This is an optimization exercise on Yosys and OpenROAD, whose aim is small area and a short achievable clock period, not a production implementation.
The RTL was checked by simulation tests, not by an equivalence proof against the original design.

==> run a: inputs <==
==> flow/design.v <==
`timescale 1 ns / 1 ps
module arp_reply #(
  parameter AXIS_DATA_WIDTH   = 512,
  parameter AXIS_TUSER_WIDTH  = 256,
  parameter [47:0] MAC_ADDR_0 = 48'hDA_02_03_04_05_00,
  parameter [47:0] MAC_ADDR_1 = 48'hDA_02_03_04_05_01,
  parameter [47:0] MAC_ADDR_2 = 48'hDA_02_03_04_05_02,
  parameter [47:0] MAC_ADDR_3 = 48'hDA_02_03_04_05_03,
  parameter [31:0] IP_ADDR_0  = 32'hC0_A8_01_0a,
  parameter [31:0] IP_ADDR_1  = 32'hC0_A8_01_0b,
  parameter [31:0] IP_ADDR_2  = 32'hC0_A8_01_0c,
  parameter [31:0] IP_ADDR_3  = 32'hC0_A8_01_0d
)
(
  input  wire                           axis_aclk,
  input  wire                           axis_resetn,
  input  wire [AXIS_DATA_WIDTH - 1:0]   s_axis_tdata,
  input  wire [AXIS_DATA_WIDTH/8 - 1:0] s_axis_tkeep,
  input  wire [AXIS_TUSER_WIDTH - 1:0]  s_axis_tuser,
  input  wire                           s_axis_tvalid,
  output wire                           s_axis_tready,
  input  wire                           s_axis_tlast,
  output wire [AXIS_DATA_WIDTH - 1:0]   m_axis_tdata,
  output wire [AXIS_DATA_WIDTH/8 - 1:0] m_axis_tkeep,
  output wire [AXIS_TUSER_WIDTH - 1:0]  m_axis_tuser,
  output wire                           m_axis_tvalid,
  input  wire                           m_axis_tready,
  output wire                           m_axis_tlast
);
  localparam DW = 512;
  localparam KW = 64;
  localparam UW = 240;    
  localparam W  = DW + KW + UW + 1;
  localparam NS = 7;      
  wire [7:0] b [0:63];
  genvar g;
  generate
    for (g = 0; g < 64; g = g + 1) begin : bytes
      assign b[g] = s_axis_tdata[8*g +: 8];
    end
  endgenerate
  wire [47:0] dmac = {b[0], b[1], b[2], b[3], b[4], b[5]};
  wire [31:0] tpa  = {b[38], b[39], b[40], b[41]};
  wire type_ok = ({b[12], b[13]} == 16'h0806);
  wire oper_ok = ({b[20], b[21]} == 16'h0001);
  wire mac_ok  = (dmac == 48'hFF_FF_FF_FF_FF_FF) || (dmac == MAC_ADDR_0) ||
                 (dmac == MAC_ADDR_1) || (dmac == MAC_ADDR_2) || (dmac == MAC_ADDR_3);
  wire ip_ok   = (tpa == IP_ADDR_0) || (tpa == IP_ADDR_1) ||
                 (tpa == IP_ADDR_2) || (tpa == IP_ADDR_3);
  wire req     = type_ok & oper_ok & mac_ok & ip_ok;
  reg  hs;                  
  wire fwd_in = ~hs | req;
  reg [47:0] my_mac;
  always @(*) begin
    case (tpa)
      IP_ADDR_0: my_mac = MAC_ADDR_0;
      IP_ADDR_1: my_mac = MAC_ADDR_1;
      IP_ADDR_2: my_mac = MAC_ADDR_2;
      IP_ADDR_3: my_mac = MAC_ADDR_3;
      default:   my_mac = 48'h0;
    endcase
  end
  wire [DW-1:0] hdr;
  generate
    for (g = 0; g < 64; g = g + 1) begin : rew
      if (g < 6)
        assign hdr[8*g +: 8] = b[g + 6];
      else if (g < 12)
        assign hdr[8*g +: 8] = my_mac[8*(11 - g) +: 8];
      else if (g < 20)
        assign hdr[8*g +: 8] = b[g];
      else if (g == 20)
        assign hdr[8*g +: 8] = 8'h00;
      else if (g == 21)
        assign hdr[8*g +: 8] = 8'h02;
      else if (g < 28)
        assign hdr[8*g +: 8] = my_mac[8*(27 - g) +: 8];
      else if (g < 32)
        assign hdr[8*g +: 8] = b[g + 10];
      else if (g < 38)
        assign hdr[8*g +: 8] = b[g - 10];
      else if (g < 42)
        assign hdr[8*g +: 8] = b[g - 10];
      else
        assign hdr[8*g +: 8] = b[g];
    end
  endgenerate
  wire [UW-1:0] user_in = {s_axis_tuser[255:160], s_axis_tuser[151:128],
                           s_axis_tuser[127: 32], s_axis_tuser[ 23:  0]};
  wire [W-1:0] din = {s_axis_tlast, user_in, s_axis_tkeep,
                      hs ? hdr : s_axis_tdata};
  reg           rdy;        
  reg  [2:0]    pcnt;       
  reg  [3:0]    pf;         
  reg  [2:0]    qcnt;       
  reg           mv;         
  reg  [NS-1:0] wp;         
  reg  [NS-1:0] hp;         
  wire       acc   = s_axis_tvalid & rdy;
  wire       judge = (pcnt != 3'd0) & (qcnt != 3'd4);
  wire       jf    = judge & pf[0];
  wire       pop   = mv & m_axis_tready;
  wire [2:0] qn    = qcnt + {2'b0, jf} - {2'b0, pop};
  wire [2:0] pn    = pcnt + {2'b0, acc} - {2'b0, judge};
  wire       hmove = (pop | ~mv) & (qn != 3'd0);
  reg  [3:0] pf_n;
  always @(*) begin
    pf_n = judge ? {1'b0, pf[3:1]} : pf;
    if (acc) pf_n[pcnt - {2'b0, judge}] = fwd_in;
  end
  always @(posedge axis_aclk) begin
    if (!axis_resetn) begin
      hs   <= 1'b1;
      rdy  <= 1'b1;
      pcnt <= 3'd0;
      pf   <= 4'd0;
      qcnt <= 3'd0;
      mv   <= 1'b0;
      wp   <= {{(NS-1){1'b0}}, 1'b1};
      hp   <= {{(NS-1){1'b0}}, 1'b1};
    end else begin
      if (acc) hs <= s_axis_tlast | (hs & ~req);
      rdy  <= (pn != 3'd4);
      pcnt <= pn;
      pf   <= pf_n;
      qcnt <= qn;
      mv   <= (qn != 3'd0);
      if (acc & fwd_in) wp <= {wp[NS-2:0], wp[NS-1]};
      if (hmove)        hp <= {hp[NS-2:0], hp[NS-1]};
    end
  end
  reg  [W-1:0] slot [0:NS-1];
  wire [W-1:0] sel;
  generate
    for (g = 0; g < NS; g = g + 1) begin : slots
      always @(posedge axis_aclk)
        if (wp[g] & rdy) slot[g] <= din;
    end
  endgenerate
  reg  [W-1:0] r;
  wire         hold = mv & ~m_axis_tready;
  wire [NS:0] sel_en = {hold, hp & {NS{~hold}}};
  generate
    for (g = 0; g < W; g = g + 1) begin : rsel
      arp_reply_sel8 u_sel (
        .s (sel_en),
        .d ({r[g], slot[6][g], slot[5][g], slot[4][g], slot[3][g],
             slot[2][g], slot[1][g], slot[0][g]}),
        .y (sel[g])
      );
    end
  endgenerate
  always @(posedge axis_aclk)
    r <= sel;
  wire [UW-1:0] ur = r[DW+KW +: UW];
  assign m_axis_tdata  = r[DW-1:0];
  assign m_axis_tkeep  = r[DW +: KW];
  assign m_axis_tuser  = {ur[239:144], ur[143:136], ur[143:120],
                          ur[119: 24], ur[ 23: 16], ur[ 23:  0]};
  assign m_axis_tlast  = r[W-1];
  assign m_axis_tvalid = mv;
  assign s_axis_tready = rdy;
endmodule
module arp_reply_sel8 (
  input  wire [7:0] s,
  input  wire [7:0] d,
  output wire       y
);
  wire n0, n1;
  arp_reply_aoi222 u_g0 (.a(s[2:0]), .b(d[2:0]), .y(n0));
  arp_reply_aoi222 u_g1 (.a(s[5:3]), .b(d[5:3]), .y(n1));
  assign y = ~(n0 & n1 & ~(s[6] & d[6]) & ~(s[7] & d[7]));
endmodule
module arp_reply_aoi222 (
  input  wire [2:0] a,
  input  wire [2:0] b,
  output wire       y
);
  assign y = ~((a[0] & b[0]) | (a[1] & b[1]) | (a[2] & b[2]));
endmodule
==> flow/flow/run.sh <==
#!/bin/bash
# The standard layout, with plain buffers on the ports instead of the delay
# cells buffer_ports picks by default. Everything else is the standard.sh.
set -euo pipefail
export BUFFER_PORTS_ARGS="-buffer_cell sky130_fd_sc_hd__buf_2"
bash standard.sh finish > standard_flow.log 2>&1
==> flow/standard.sh <==
#!/bin/bash
# synth_recipe.tcl (not shown) runs the flow's synth.tcl, then flattens the netlist and writes it again
# the make line also repeats each setting of config.mk as NAME=value (left out here)
make -C /OpenROAD-flow-scripts/flow DESIGN_CONFIG=/design/flow/config.mk WORK_HOME=/design/flow/orfs CLKGATE_MAP_FILE= SYNTH_SCRIPT=/design/flow/synth_recipe.tcl "${@:-finish}"
==> flow/config.mk <==
export PLATFORM = sky130hd
export DESIGN_NAME = arp_reply
export DESIGN_NICKNAME = arp_reply
export VERILOG_FILES = /design/flow/design.v
export SDC_FILE = /design/flow/constraint.sdc
export NUM_CORES = 4
export LEC_CHECK = 0
export CAP_MARGIN = 20
export CORE_MARGIN = 2
export CORE_UTILIZATION = 70
export CTS_CLUSTER_DIAMETER = 80
export CTS_CLUSTER_SIZE = 24
export PLACE_DENSITY = 0.8
export SETUP_SLACK_MARGIN = 2.9
export SLEW_MARGIN = 20
export SYNTH_HIERARCHICAL = 1
==> flow/constraint.sdc <==
create_clock -name core_clock -period 5.5 [get_ports {axis_aclk}]
set_input_delay 1.1000 -clock core_clock [delete_from_list [all_inputs] [get_ports {axis_aclk}]]
set_output_delay 1.1000 -clock core_clock [all_outputs]
set_load 0.01 [all_outputs]
==> inputs of run b, as changes to run a <==
--- a/flow/design.v
+++ b/flow/design.v
@@ -131,5 +131,6 @@
   end
   reg  [W-1:0] slot [0:NS-1];
-  wire [W-1:0] sel;
+  reg  [W-1:0] sel;
+  integer i;
   generate
     for (g = 0; g < NS; g = g + 1) begin : slots
@@ -138,19 +139,12 @@
     end
   endgenerate
-  reg  [W-1:0] r;
-  wire         hold = mv & ~m_axis_tready;
-  wire [NS:0] sel_en = {hold, hp & {NS{~hold}}};
-  generate
-    for (g = 0; g < W; g = g + 1) begin : rsel
-      arp_reply_sel8 u_sel (
-        .s (sel_en),
-        .d ({r[g], slot[6][g], slot[5][g], slot[4][g], slot[3][g],
-             slot[2][g], slot[1][g], slot[0][g]}),
-        .y (sel[g])
-      );
-    end
-  endgenerate
+  always @(*) begin
+    sel = {W{1'b0}};
+    for (i = 0; i < NS; i = i + 1)
+      sel = sel | ({W{hp[i]}} & slot[i]);
+  end
+  reg [W-1:0] r;
   always @(posedge axis_aclk)
-    r <= sel;
+    if (m_axis_tready | ~mv) r <= sel;
   wire [UW-1:0] ur = r[DW+KW +: UW];
   assign m_axis_tdata  = r[DW-1:0];
@@ -162,19 +156,2 @@
   assign s_axis_tready = rdy;
 endmodule
-module arp_reply_sel8 (
-  input  wire [7:0] s,
-  input  wire [7:0] d,
-  output wire       y
-);
-  wire n0, n1;
-  arp_reply_aoi222 u_g0 (.a(s[2:0]), .b(d[2:0]), .y(n0));
-  arp_reply_aoi222 u_g1 (.a(s[5:3]), .b(d[5:3]), .y(n1));
-  assign y = ~(n0 & n1 & ~(s[6] & d[6]) & ~(s[7] & d[7]));
-endmodule
-module arp_reply_aoi222 (
-  input  wire [2:0] a,
-  input  wire [2:0] b,
-  output wire       y
-);
-  assign y = ~((a[0] & b[0]) | (a[1] & b[1]) | (a[2] & b[2]));
-endmodule
==> flow/run.sh (new file) <==
#!/bin/bash
# synth_recipe.tcl (not shown) runs the flow's synth.tcl, then flattens the netlist and writes it again
# the make line also repeats each setting of config.mk as NAME=value (left out here)
make -C /OpenROAD-flow-scripts/flow DESIGN_CONFIG=/design/flow/config.mk WORK_HOME=/design/flow/orfs CLKGATE_MAP_FILE= SYNTH_SCRIPT=/design/flow/synth_recipe.tcl finish
Settings changed: SETUP_SLACK_MARGIN 2.9 to 2.75, SYNTH_HIERARCHICAL 1 to not set.
removed: flow/flow/run.sh
removed: flow/standard.sh
==> inputs of run c, as changes to run a <==
--- a/flow/design.v
+++ b/flow/design.v
@@ -131,5 +131,6 @@
   end
   reg  [W-1:0] slot [0:NS-1];
-  wire [W-1:0] sel;
+  reg  [W-1:0] sel;
+  integer i;
   generate
     for (g = 0; g < NS; g = g + 1) begin : slots
@@ -140,15 +141,9 @@
   reg  [W-1:0] r;
   wire         hold = mv & ~m_axis_tready;
-  wire [NS:0] sel_en = {hold, hp & {NS{~hold}}};
-  generate
-    for (g = 0; g < W; g = g + 1) begin : rsel
-      arp_reply_sel8 u_sel (
-        .s (sel_en),
-        .d ({r[g], slot[6][g], slot[5][g], slot[4][g], slot[3][g],
-             slot[2][g], slot[1][g], slot[0][g]}),
-        .y (sel[g])
-      );
-    end
-  endgenerate
+  always @(*) begin
+    sel = {W{hold}} & r;
+    for (i = 0; i < NS; i = i + 1)
+      sel = sel | ({W{hp[i] & ~hold}} & slot[i]);
+  end
   always @(posedge axis_aclk)
     r <= sel;
@@ -162,19 +157,2 @@
   assign s_axis_tready = rdy;
 endmodule
-module arp_reply_sel8 (
-  input  wire [7:0] s,
-  input  wire [7:0] d,
-  output wire       y
-);
-  wire n0, n1;
-  arp_reply_aoi222 u_g0 (.a(s[2:0]), .b(d[2:0]), .y(n0));
-  arp_reply_aoi222 u_g1 (.a(s[5:3]), .b(d[5:3]), .y(n1));
-  assign y = ~(n0 & n1 & ~(s[6] & d[6]) & ~(s[7] & d[7]));
-endmodule
-module arp_reply_aoi222 (
-  input  wire [2:0] a,
-  input  wire [2:0] b,
-  output wire       y
-);
-  assign y = ~((a[0] & b[0]) | (a[1] & b[1]) | (a[2] & b[2]));
-endmodule
Settings changed: CORE_UTILIZATION 70 to 78, PLACE_DENSITY 0.8 to 0.88, SYNTH_HIERARCHICAL 1 to not set.
==> flow_summary.toml <==
[status]
outcome = "no timing/DRC/antenna violations"

[route]
drt_wl_total_mm = 659
vias = 132000
drt-met1-wl_mm = 200

[global_route]
global_route.usage.total_pct = 39.5
grt_util_met2_pct = 59.4

[pwr]
p_leak_uw = 0.0828

[cells_and_area]
layout.clock.cell_area_share_pct = 3.76
multi_input_logic_area_um2 = 30600
The numbers above come from run a.

==> flow_summary.toml <==
[yosys]
synth_cell_count_leaders = "5719 x sky130_fd_sc_hd__edfxtp_1, 1633 x sky130_fd_sc_hd__a22oi_1, 844 x sky130_fd_sc_hd__dfxtp_1"
synth_seq_area_share_pct = 83.3
synth_most_common_cell = "sky130_fd_sc_hd__edfxtp_1"

[floorplanning]
start_util_pct = 78.5
fp.dieH_um = 543
die_w_um = 543

[status]
outcome = "stopped before the end"
stop_error = "[ERROR GRT-0232] Routing congestion too high. Check the congestion heatmap in the GUI."
failed_stage = "global routing"

[placed_design]
dp.cells = 16800

[global_route]
global_route.usage.total_pct = 74.1
grt_util_met2_pct = 88.7

[clock_network]
cts_max_level = 5
cts_sinks = 6563
cts_inserted_buffers = 316
The numbers above come from run c.

==> flow_summary.toml <==
[route]
routed_via_density = 7.41
drt-met1-wl_mm = 204
vias = 127000

[timing]
fin_worst_hold_slack_ns = 0.528
rsz_0062_raised_after_global_routing = "yes"

[placed_design]
dp.cells = 16500
placedInstanceArea_um2 = 250000

[cells_and_area]
multi_input_logic_area_um2 = 28500
layout.clock.cell_area_share_pct = 3.29
stdcell_count = 17100

[pwr]
p_leak_uw = 0.0827

[global_route]
grt_util_met2_pct = 57.4

[status]
outcome = "no timing/DRC/antenna violations"
The numbers above come from run b.

[port drivers added, routing unchanged]
In the flow no input, the clock included, has a driving cell. The finished layouts below were timed again as built, in two steps.
Step 1 (the two cells are an assumption about what drives the block):
set clk [get_ports {axis_aclk}]
set_driving_cell -lib_cell sky130_fd_sc_hd__clkbuf_16 $clk
set_driving_cell -lib_cell sky130_fd_sc_hd__buf_2 [delete_from_list [all_inputs] $clk]
Step 2, shift: input delay + t, output delay - t, t = (earliest + latest rising clock arrival at the registers) / 2. This alone moves slack from input paths to output paths.
a / b / c = ideal / step 1 / step 2; a / b = the first two.
| run | t (ns) | setup WS [ns] | latest minus earliest clock arrival (ns) | slew at the worst register clock pin (ns) | pins driven straight from the clock port |
|---|---|---|---|---|---|
| run a | 1.059 | 2.799 / 2.724 / 1.683 | 0.076 / 0.076 | 0.10 / 0.10 | 1 |
| run b | 1.066 | 2.534 / 2.417 / 1.538 | 0.081 / 0.081 | 0.10 / 0.10 | 1 |
After both steps setup and hold are still met in every run listed. For run a, which loses most, drivers alone change the setup slack by -0.075 ns; drivers and shift together by -1.116 ns.
